This is an optimization exercise on Yosys and OpenROAD, whose aim is small area, a short achievable clock period and few clock cycles, not a production implementation.
Function was checked by simulation only, so behaviour that the tests miss may differ from the original.
Power is estimated from default activity; no workload was simulated.

[constraint.sdc]
create_clock -name core_clock -period 4.0 [get_ports {axi_clk}]
set_input_delay 0.8000 -clock core_clock [delete_from_list [all_inputs] [get_ports {axi_clk}]]
set_output_delay 0.8000 -clock core_clock [all_outputs]
set_load 0.01 [all_outputs]
[run.sh]
#!/bin/bash
# synth_recipe.tcl (not shown) runs the flow's synth.tcl, then flattens the netlist and writes it again
# the make line also repeats each setting of config.mk as NAME=value (left out here)
make -C /OpenROAD-flow-scripts/flow DESIGN_CONFIG=/design/flow/config.mk WORK_HOME=/design/flow/orfs CLKGATE_MAP_FILE= SYNTH_SCRIPT=/design/flow/synth_recipe.tcl finish
[config.mk]
export PLATFORM = sky130hd
export DESIGN_NAME = registers
export DESIGN_NICKNAME = registers
export VERILOG_FILES = /design/flow/design.v
export SDC_FILE = /design/flow/constraint.sdc
export NUM_CORES = 4
export LEC_CHECK = 0
export CAP_MARGIN = 20
export CORE_AREA = 10 10 150 150
export DIE_AREA = 0 0 160 160
export PLACE_DENSITY = 0.5
export SLEW_MARGIN = 20
[design.v]
module registers (
	input										axi_clk							,
	input			[11:0]						h2f_axi_awid					,
	input			[29:0]						h2f_axi_awaddr					,
	input										h2f_axi_awvalid					,
	output										h2f_axi_awready					,
	input			[31:0]						h2f_axi_wdata					,
	input			[3:0]						h2f_axi_wstrb					,
	input										h2f_axi_wlast					,
	input										h2f_axi_wvalid					,
	output										h2f_axi_wready					,
	output			[11:0]						h2f_axi_bid						,
	output			[1:0]						h2f_axi_bresp					,
	output										h2f_axi_bvalid					,
	input										h2f_axi_bready					,
	input			[11:0]						h2f_axi_arid					,
	input			[29:0]						h2f_axi_araddr					,
	input			[3:0]						h2f_axi_arlen					,
	input										h2f_axi_arvalid					,
	output										h2f_axi_arready					,
	output			[11:0] 						h2f_axi_rid						,
	output			[31:0]						h2f_axi_rdata					,
	output			[1:0]						h2f_axi_rresp					,
	output										h2f_axi_rlast					,
	output										h2f_axi_rvalid					,
	input										h2f_axi_rready					,
	input			[31:0]						reg_fpga_rev					,
	input										reg_sw1_4						,
	input										reg_sw1_3						,
	input										reg_sw1_2						,
	input										reg_sw1_1						,
	output										reg_jp3_4						,
	output										reg_jp3_3						,
	output										reg_jp3_2						,
	output										reg_jp3_1						,
	output										reg_led_8						,
	output										reg_led_7						,
	output										reg_led_6						,
	input										reg_led_5						,
	output			[20:1]						reg_jp5							,
	output			[6:1]						reg_jp4_rxn						,
	output			[6:1]						reg_jp4_rxp						,
	output			[6:1]						reg_jp4_txn						,
	output			[6:1]						reg_jp4_txp						,
	input										axi_rst							);
	wire			[11:0]				axi_i_awid						;
	wire			[6:2]				axi_i_awaddr					;
	wire								axi_i_awvalid					;
	wire								axi_o_awready					;
	wire			[31:0]				axi_i_wdata						;
	wire			[3:0]				axi_i_wstrb						;
	wire								axi_i_wlast						;
	wire								axi_i_wvalid					;
	wire								axi_o_wready_in					;
	reg									axi_o_wready					;
	wire			[11:0]				axi_o_bid_in					;
	reg				[11:0]				axi_o_bid						;
	wire			[1:0]				axi_o_bresp						;
	wire								axi_o_bvalid_in					;
	reg									axi_o_bvalid					;
	wire								axi_i_bready					;
	wire			[11:0]				axi_i_arid						;
	wire			[6:2]				axi_i_araddr					;
	wire			[3:0]				axi_i_arlen						;
	wire								axi_i_arvalid					;
	wire								axi_o_arready_in				;
	reg									axi_o_arready					;
	wire			[11:0] 				axi_o_rid_in					;
	reg				[11:0] 				axi_o_rid						;
	wire			[31:0]				axi_o_rdata_in					;
	reg				[31:0]				axi_o_rdata						;
	wire			[1:0]				axi_o_rresp						;
	wire								axi_o_rlast_in					;
	reg									axi_o_rlast						;
	wire								axi_o_rvalid_in					;
	reg									axi_o_rvalid					;
	wire								axi_i_rready					;
	wire								wadr_val						;
	wire								wdat_val						;
	wire								wr_act_in						;
	reg									wr_act							;
	reg				[6:2]				set_wadr_in						;
	reg				[6:2]				set_wadr						;
	wire			[6:2]				wr_adr_in						;
	reg				[6:2]				wr_adr							;
	wire			[31:0]				wr_dat_in						;
	reg				[31:0]				wr_dat							;
	wire			[3:0]				wr_stb_in						;
	reg				[3:0]				wr_stb							;
	wire								wr_done							;
	wire								radr_val						;
	reg									radr_val_1st					;
	reg									radr_val_2nd					;
	wire								rdat_val						;
	reg									rdat_val_1st					;
	reg				[6:2]				rd_adr_in						;
	reg				[6:2]				rd_adr							;
	wire								set_rdat						;
	reg				[3:0]				rd_cnt_in						;
	reg				[3:0]				rd_cnt							;
	wire								rd_cnt_zero						;
	wire								rd_cnt_last						;
	wire								rlast_set						;
	wire								rd_done_in						;
	reg									rd_done							;
	reg				[31:0]				rd_dat							;
	reg				[31:0]				rd_dat_nxt						;
	wire			[31:0]				fpga_rev						;
	wire								board_sw1_4						;
	wire								board_sw1_3						;
	wire								board_sw1_2						;
	wire								board_sw1_1						;
	reg									board_jp3_4						;
	reg									board_jp3_3						;
	reg									board_jp3_2						;
	reg									board_jp3_1						;
	reg									board_led_8						;
	reg									board_led_7						;
	reg									board_led_6						;
	wire								board_led_5						;
	reg				[20:1]				board_jp5						;
	reg				[6:1]				board_jp4_rxn					;
	reg				[6:1]				board_jp4_rxp					;
	reg				[6:1]				board_jp4_txn					;
	reg				[6:1]				board_jp4_txp					;
	wire			[31:0]				reg_00h							;
	wire			[31:0]				reg_04h							;
	wire			[31:0]				reg_08h							;
	wire			[31:0]				reg_0ch							;
	localparam PRM_RESP_OKAY	= 2'b00;
	localparam PRM_00H	= 5'b00000;
	localparam PRM_04H	= 5'b00001;
	localparam PRM_08H	= 5'b00010;
	localparam PRM_0CH	= 5'b00011;
	assign axi_i_awvalid		= h2f_axi_awvalid;
	assign axi_i_awaddr[6:2]	= h2f_axi_awaddr[6:2];
	assign axi_i_awid			= h2f_axi_awid;
	assign axi_i_wvalid			= h2f_axi_wvalid;
	assign axi_i_wlast			= h2f_axi_wlast;
	assign axi_i_wdata			= h2f_axi_wdata;
	assign axi_i_wstrb			= h2f_axi_wstrb;
	assign axi_i_bready			= h2f_axi_bready;
	assign axi_i_arvalid		= h2f_axi_arvalid;
	assign axi_i_araddr[6:2]	= h2f_axi_araddr[6:2];
	assign axi_i_arid			= h2f_axi_arid;
	assign axi_i_arlen			= h2f_axi_arlen;
	assign axi_i_rready			= h2f_axi_rready;
	assign h2f_axi_awready	= axi_o_awready;
	assign h2f_axi_wready	= axi_o_wready;
	assign h2f_axi_bvalid	= axi_o_bvalid;
	assign h2f_axi_bresp	= axi_o_bresp;
	assign h2f_axi_bid		= axi_o_bid;
	assign h2f_axi_arready	= axi_o_arready;
	assign h2f_axi_rvalid	= axi_o_rvalid;
	assign h2f_axi_rlast	= axi_o_rlast;
	assign h2f_axi_rdata	= axi_o_rdata;
	assign h2f_axi_rid		= axi_o_rid;
	assign h2f_axi_rresp	= axi_o_rresp;
	assign board_sw1_4	= reg_sw1_4;
	assign board_sw1_3	= reg_sw1_3;
	assign board_sw1_2	= reg_sw1_2;
	assign board_sw1_1	= reg_sw1_1;
	assign fpga_rev		= reg_fpga_rev;
	assign board_led_5	= reg_led_5;
	assign reg_jp3_4	= board_jp3_4;
	assign reg_jp3_3	= board_jp3_3;
	assign reg_jp3_2	= board_jp3_2;
	assign reg_jp3_1	= board_jp3_1;
	assign reg_led_8	= board_led_8;
	assign reg_led_7	= board_led_7;
	assign reg_led_6	= board_led_6;
	assign reg_jp5		= board_jp5;
	assign reg_jp4_rxn	= board_jp4_rxn;
	assign reg_jp4_rxp	= board_jp4_rxp;
	assign reg_jp4_txn	= board_jp4_txn;
	assign reg_jp4_txp	= board_jp4_txp;
	assign wadr_val = axi_o_awready & axi_i_awvalid;
	assign wdat_val = axi_o_wready  & axi_i_wvalid;
	always @ (posedge axi_clk)
	begin
		if(axi_rst)
		begin
			wr_act <= 1'b0;
		end
		else
		begin
			wr_act <= wr_act_in;
		end
	end
	assign wr_act_in = wadr_val | (wr_act & ~wr_done);
	assign axi_o_awready = ~wr_act;
	always @ (posedge axi_clk)
	begin
		set_wadr <= set_wadr_in;
	end
	always @ (wadr_val, wdat_val, axi_i_awaddr, set_wadr)
	begin
		case ({wadr_val, wdat_val})
			2'b10	: set_wadr_in <= axi_i_awaddr;
			2'b01	: set_wadr_in <= set_wadr + 5'b00001;
			default	: set_wadr_in <= set_wadr;
		endcase
	end
	always @ (posedge axi_clk)
	begin
		if(axi_rst)
		begin
			axi_o_wready <= 1'b0;
		end
		else
		begin
			axi_o_wready <= axi_o_wready_in;
		end
	end
	assign axi_o_wready_in = wadr_val | (axi_o_wready & ~(axi_i_wvalid & axi_i_wlast));
	always @ (posedge axi_clk)
	begin
		wr_adr <= wr_adr_in;
		wr_dat <= wr_dat_in;
		wr_stb <= wr_stb_in;
	end
	assign wr_adr_in = set_wadr;
	assign wr_dat_in = axi_i_wdata;
	assign wr_stb_in = wdat_val ? axi_i_wstrb : 4'b0000;
	assign axi_o_bresp = PRM_RESP_OKAY;
	always @ (posedge axi_clk)
	begin
		if(axi_rst)
		begin
			axi_o_bvalid <= 1'b0;
		end
		else
		begin
			axi_o_bvalid <= axi_o_bvalid_in;
		end
	end
	assign axi_o_bvalid_in = (wdat_val & axi_i_wlast) | (axi_o_bvalid & ~axi_i_bready);
	always @ (posedge axi_clk)
	begin
		axi_o_bid <= axi_o_bid_in;
	end
	assign axi_o_bid_in = wadr_val ? axi_i_awid : axi_o_bid;
	assign wr_done = axi_o_bvalid & axi_i_bready;
	assign radr_val = axi_o_arready & axi_i_arvalid;
	assign rdat_val = axi_i_rready  & axi_o_rvalid;
	always @ (posedge axi_clk)
	begin
		if(axi_rst)
		begin
			radr_val_1st <= 1'b0;
			radr_val_2nd <= 1'b0;
			rdat_val_1st <= 1'b0;
		end
		else
		begin
			radr_val_1st <= radr_val;
			radr_val_2nd <= radr_val_1st;
			rdat_val_1st <= rdat_val;
		end
	end
	always @ (posedge axi_clk)
	begin
		if(axi_rst)
		begin
			axi_o_arready <= 1'b1;
		end
		else
		begin
			axi_o_arready <= axi_o_arready_in;
		end
	end
	assign axi_o_arready_in = rd_done | (axi_o_arready & ~radr_val);
	always @ (posedge axi_clk)
	begin
		rd_adr <= rd_adr_in;
	end
	always @ (radr_val, radr_val_1st, rdat_val, axi_i_araddr, rd_adr)
	begin
		case ({radr_val, (radr_val_1st | rdat_val)})
			2'b10	: rd_adr_in <= axi_i_araddr;
			2'b01	: rd_adr_in <= rd_adr + 5'b00001;
			default	: rd_adr_in <= rd_adr;
		endcase
	end
	always @ (posedge axi_clk)
	begin
		axi_o_rdata <= axi_o_rdata_in;
	end
	assign set_rdat = radr_val_2nd;
	assign axi_o_rdata_in = set_rdat ? rd_dat : (rdat_val ? rd_dat_nxt : axi_o_rdata);
	always @ (posedge axi_clk)
	begin
		rd_cnt <= rd_cnt_in;
	end
	always @ (radr_val, rdat_val, axi_i_arlen, rd_cnt)
	begin
		case ({radr_val, rdat_val})
			2'b10	: rd_cnt_in <= axi_i_arlen;
			2'b01	: rd_cnt_in <= rd_cnt - 4'b0001;
			default	: rd_cnt_in <= rd_cnt;
		endcase
	end
	assign rd_cnt_zero = (rd_cnt == 4'b0000) ? 1'b1 : 1'b0;
	assign rd_cnt_last = (rd_cnt == 4'b0001) ? 1'b1 : 1'b0;
	always @ (posedge axi_clk)
	begin
		if(axi_rst)
		begin
			axi_o_rlast <= 1'b0;
		end
		else
		begin
			axi_o_rlast <= axi_o_rlast_in;
		end
	end
	assign rlast_set = (radr_val_2nd & rd_cnt_zero) | (rd_cnt_last & rdat_val);
	assign axi_o_rlast_in = rlast_set | (axi_o_rlast & ~axi_i_rready);
	always @ (posedge axi_clk)
	begin
		if(axi_rst)
		begin
			axi_o_rvalid <= 1'b0;
		end
		else
		begin
			axi_o_rvalid <= axi_o_rvalid_in;
		end
	end
	assign axi_o_rvalid_in = radr_val_2nd | (axi_o_rvalid & ~(axi_o_rlast & axi_i_rready));
	assign axi_o_rresp = PRM_RESP_OKAY;
	always @ (posedge axi_clk)
	begin
		axi_o_rid <= axi_o_rid_in;
	end
	assign axi_o_rid_in = radr_val ? axi_i_arid : axi_o_rid;
	always @ (posedge axi_clk)
	begin
		if(axi_rst)
		begin
			rd_done <= 1'b0;
		end
		else
		begin
			rd_done <= rd_done_in;
		end
	end
	assign rd_done_in = axi_o_rlast & rdat_val;
	always @ (posedge axi_clk)
	begin
		if(axi_rst)
		begin
			board_jp3_4		<= 1'b0;
			board_jp3_3		<= 1'b0;
			board_jp3_2		<= 1'b0;
			board_jp3_1		<= 1'b0;
			board_led_8		<= 1'b1;
			board_led_7		<= 1'b1;
			board_led_6		<= 1'b1;
			board_jp5		<= {20{1'b1}};
			board_jp4_rxn	<= {6{1'b1}};
			board_jp4_rxp	<= {6{1'b1}};
			board_jp4_txn	<= {6{1'b1}};
			board_jp4_txp	<= {6{1'b1}};
		end
		else
		begin
			if(wr_act)
			begin
				case (wr_adr[6:2])
					PRM_04H	:
					begin
						if(wr_stb[1])	begin	board_jp3_4			<= wr_dat[11];
												board_jp3_3			<= wr_dat[10];
												board_jp3_2			<= wr_dat[09];
												board_jp3_1			<= wr_dat[08];		end
						if(wr_stb[0])	begin	board_led_8			<= wr_dat[03];
												board_led_7			<= wr_dat[02];
												board_led_6			<= wr_dat[01];		end
					end
					PRM_08H	:
					begin
						if(wr_stb[2])	begin	board_jp5[20:17]	<= wr_dat[19:16];	end
						if(wr_stb[1])	begin	board_jp5[16:09]	<= wr_dat[15:08];	end
						if(wr_stb[0])	begin	board_jp5[08:01]	<= wr_dat[07:00];	end
					end
					PRM_0CH	:
					begin
						if(wr_stb[3])	begin	board_jp4_rxn[6:1]	<= wr_dat[29:24];	end
						if(wr_stb[2])	begin	board_jp4_rxp[6:1]	<= wr_dat[21:16];	end
						if(wr_stb[1])	begin	board_jp4_txn[6:1]	<= wr_dat[13:08];	end
						if(wr_stb[0])	begin	board_jp4_txp[6:1]	<= wr_dat[05:00];	end
					end
				endcase
			end
		end
	end
	always @ (posedge axi_clk)
	begin
		if(axi_rst)
		begin
			rd_dat <= {32{1'b0}};
		end
		else
		begin
			case (rd_adr[6:2])
				PRM_00H	: rd_dat <= reg_00h;
				PRM_04H	: rd_dat <= reg_04h;
				PRM_08H	: rd_dat <= reg_08h;
				PRM_0CH	: rd_dat <= reg_0ch;
				default	: rd_dat <= {32{1'b0}};
			endcase
		end
	end
	always @ (rd_adr, reg_00h, reg_04h, reg_08h, reg_0ch)
	begin
		case (rd_adr[6:2])
			PRM_00H	: rd_dat_nxt = reg_00h;
			PRM_04H	: rd_dat_nxt = reg_04h;
			PRM_08H	: rd_dat_nxt = reg_08h;
			PRM_0CH	: rd_dat_nxt = reg_0ch;
			default	: rd_dat_nxt = {32{1'b0}};
		endcase
	end
	assign reg_00h[31:00] = fpga_rev;
	assign reg_04h[31:24] = 8'b00000000;
	assign reg_04h[23:20] = 4'b0000;
	assign reg_04h[19]    = board_sw1_4;
	assign reg_04h[18]    = board_sw1_3;
	assign reg_04h[17]    = board_sw1_2;
	assign reg_04h[16]    = board_sw1_1;
	assign reg_04h[15:12] = 4'b0000;
	assign reg_04h[11]    = board_jp3_4;
	assign reg_04h[10]    = board_jp3_3;
	assign reg_04h[09]    = board_jp3_2;
	assign reg_04h[08]    = board_jp3_1;
	assign reg_04h[07:04] = 4'b0000;
	assign reg_04h[03]    = board_led_8;
	assign reg_04h[02]    = board_led_7;
	assign reg_04h[01]    = board_led_6;
	assign reg_04h[00]    = board_led_5;
	assign reg_08h[31:24] = 8'b00000000;
	assign reg_08h[23:20] = 4'b0000;
	assign reg_08h[19:00] = board_jp5[20:1];
	assign reg_0ch[31:30] = 2'b00;
	assign reg_0ch[29:24] = board_jp4_rxn[6:1];
	assign reg_0ch[23:22] = 2'b00;
	assign reg_0ch[21:16] = board_jp4_rxp[6:1];
	assign reg_0ch[15:14] = 2'b00;
	assign reg_0ch[13:08] = board_jp4_txn[6:1];
	assign reg_0ch[07:06] = 2'b00;
	assign reg_0ch[05:00] = board_jp4_txp[6:1];
endmodule
==> summary.txt <==
## cell families after synthesis
family / Yosys count / share of synthesized area
DFF: 199 / 0.638
and+or+nand+nor: 187 / 0.127
AOI/OAI and AO/OA: 89 / 0.0858
buffers and inverters: 68 / 0.0375
muxes: 61 / 0.0836
adders and majority gates: 11 / 0.0187
xor gates and xnor gates: 8 / 0.00954
other: 1 / 0.000510
## synth_stat cells (5+ instances only)
library cell / instances
dfxtp_1: 129
a21oi_1: 14
a22oi_1: 12
and2_1: 5
a221oi_1: 12
ha_1: 11
and3_1: 5
o21ai_0: 21
inv_1: 27
a22o_1: 12
a21bo_2: 6
a31oi_1: 6
nor2_1: 105
edfxtp_1: 70
mux2i_1: 58
nand2b_1: 11
clkbuf_1: 30
nand2_1: 36
## worst max-delay path, delay by kind of cell, from the launching register on
family / cells / cell delay, ps
mux: 1 / 200
buf+inv: 1 / 130
flops: 1 / 440
simple gates: 1 / 910
fa+ha+maj: 1 / 690
compound gates: 1 / 210
## routing by layer
layer | global-route usage | wire [microns]
met5 | 0 | 0
met4 | 0.0497 | 214
met3 | 0.0488 | 1020
met2 | 0.273 | 10500
met1 | 0.194 | 9140
## final timing paths
check,slack [ps],to,depth (start not counted),from
max,1250,axi_o_rdata[15],5,rd_adr[2]
min,410,wr_adr[6],0,set_wadr[6]
max reg2reg,1250,axi_o_rdata[15],5,rd_adr[2]
min reg2reg,410,wr_adr[6],0,set_wadr[6]
## power groups by stage
| stage | registers, mW | logic (mW) | clock network (mW) |
|---|---|---|---|
| after floorplan | 2.27 | 0.194 | 0 |
| after global placement | 2.27 | 0.433 | 0 |
| after detailed placement | 2.27 | 0.439 | 0 |
| after CTS | 2.22 | 0.442 | 1.78 |
| after global routing | 2.23 | 0.477 | 1.87 |
| final | 2.22 | 0.438 | 1.73 |
## layout make-up
class                      count  area share
timing repair buffer         231       0.220
antenna                        1    0.000240
sequential                   199       0.449
tap                          265      0.0318
inverter                      27     0.00971
multi-input combinational    360       0.231
clock inverter                14      0.0146
clock buffer                  18      0.0431
## metrics by stage
step / std cells / area (sq um) / total power [mW] / util
detailed placement: 1082 / 9830 / 2.71 / 0.507
global placement: 1082 / 9830 / 2.70 / 0.507
global route: 1114 / 10400 / 4.58 / 0.538
finish: 1115 / 10400 / 4.39 / 0.538
floorplan: 627 / 7360 / 2.46 / -
CTS: 1114 / 10400 / 4.44 / 0.538
## layout by cell type (no fill, tap or decap), drive strengths merged, types with 5 or more instances in the layout
master         count
a21bo              6
a21oi             14
a221oi            12
a22o              12
a22oi             12
a31oi              6
and2               5
and3               5
buf                5
clkbuf            18
clkdlybuf4s50    226
dfxtp            129
edfxtp            70
ha                11
inv               35
mux2i             58
nand2             36
nand2b            11
nor2             105
nor3               5
nor4b              5
o21ai             21
## sequential cells by signal (all words and copies together) (netlist names), 4 cells and up
register / cells
axi_o_rdata: 32
rd_dat: 32
wr_dat: 28
board_jp5: 20
axi_o_bid: 12
axi_o_rid: 12
board_jp4_rxn: 6
board_jp4_rxp: 6
board_jp4_txn: 6
board_jp4_txp: 6
rd_adr: 5
set_wadr: 5
wr_adr: 5
rd_cnt: 4
wr_stb: 4
==> flow_metrics.tcl <==
set metrics [dict create \
    status "timing/DRC/antenna clean" \
    grt_overflow 0 \
    initial_core_util 0.379 \
    grt_max_degree 66 \
    required_ps 4270 \
    hold_path_class "reg2reg" \
    ioPinCount 286 \
    syn_area_per_cell_sq_um 11.8 \
    num_vias 5209 \
    clk_pin_slew_ps 70 \
    antenna_found_initial 1 \
    synth-seq-cells 199 \
    post_drt_via_cell_ratio 4.67 \
    hold_viol 0 \
    fin_ws_ps 1250 \
    clk_path_buf_depth 2 \
    synth_area_leader_cell "dfxtp_1" \
    drive_gt1_frac 0.0707 \
    slowest_stage "nor4b_1" \
    critPathKind "reg2reg" \
    path_max_fanout 17 \
    p_int_mw 3.33 \
    dpl.hpwl_mm 15.8 \
    num_rows 51 \
    switching_share 0.242 \
    critPathArrivalTime_ps 3010 \
    synth_area_sq_um 7350 \
    ir_worst_vdd_mv 0.329 \
    fp.dieW_microns 160 \
    critPathCaptureType "register" \
    async_reset_ff_frac 0 \
    cts_hold_buf 0 \
    synth-main-ff-cell "dfxtp_1" \
    ant_nets 0 \
    fin_skew_ps 10.2 \
    design.core.area_sq_um 19400 \
    cts_buffers 17 \
    post_cts_resize_count 0 \
    track_usage 0.162 \
    start_kind "register" \
    p_sw_mw 1.06 \
    ys_seq_area_frac 0.638 \
    ys_types 41 \
    fin_hold_ws_ps 408 \
    postSynthCellCount 624 \
    area_delta_synth_final_pct 42.1 \
    first_global_vias 5525 \
    rsz0062_at_grt "no" \
    dieArea_sq_um 25600 \
    p_per_area_nw_per_um2 421 \
    cap_violations 0 \
    fin_crit_sh 0.687 \
    post-route-drc-count 0 \
    clkPwrFrac 0.394 \
    maxSlewHeadroom 0.299 \
    cts-root-buf "clkbuf_16" \
    tns_ps 0 \
    place.gp.congestion 0.780 \
    nets 1016 \
    tritoncts "done" \
    port_buffers 227 \
    grt_pass1_wl_mm 32.3 \
    register_area_sq_um 4690 \
    dr.pass1.iters 7 \
    wl_per_cell_microns 18.7 \
    finalMaxSlewViolations 0 \
    dieHeight_microns 160 \
    p_leak_nw 3.78 \
    yosys_warnings 1 \
    tightest_slew_ps 1040 \
    min_period_ps 2750 \
    max_freq_ghz 0.364 \
    clock_latency_ps 430 \
    pwr-share-comb 0.100 \
    multi_input_area_sq_um 2420 \
    pwr-share-seq 0.506 \
    postCtsSetupBuffers 0 \
    cp_cell_sequence "inv_1 > ha_1 > nor4b_1 > a22oi_1 > mux2i_1" \
    clock-sinks 199 \
    place_ws_ps 1320 \
    fill_cells 1774 \
    max_stage_delay_ps 910 \
    yosysTopAreaCellShare 0.351 \
    synth_edf_count 70 \
    h-tree-depth 4 \
    drt-total-wl_mm 20.9 \
    drt-initial-drc-count 316 \
    setup_viol_count_final 0 \
    synth_area_leaders "dfxtp_1 (35%), edfxtp_1 (29%), mux2i_1 (7.9%), nor2_1 (5.4%), ha_1 (1.9%)" \
]
Testbench counts, summed over its fixed seeds: cycles 19,250.

re-timing with driven ports:
The flow's constraints put no driver on any port. The routed layout listed below was extracted and timed again, unchanged, in two steps. Step 1: set_driving_cell puts a clkbuf_16 on axi_clk and a buf_2 on each other input, an assumption about the parent block. Step 2 moves the port delays by t, midway between the first and last clock arrival at a register: inputs arrive t later, outputs are due t later. That takes back most of the time a late clock gives input paths. a / b / c = ideal ports / drivers / drivers and shift; a / b = the first two.
shift t [ns]: 0.473
slack for setup (ns): 1.254 / 1.254 / 1.254
clock arrival spread, ns: 0.013 / 0.012
slew at the worst register clock pin (ns): 0.07 / 0.07
After both steps this run still meets setup and hold. The setup slack of this run moves by 0.000 ns with the drivers and by 0.000 ns with both steps.
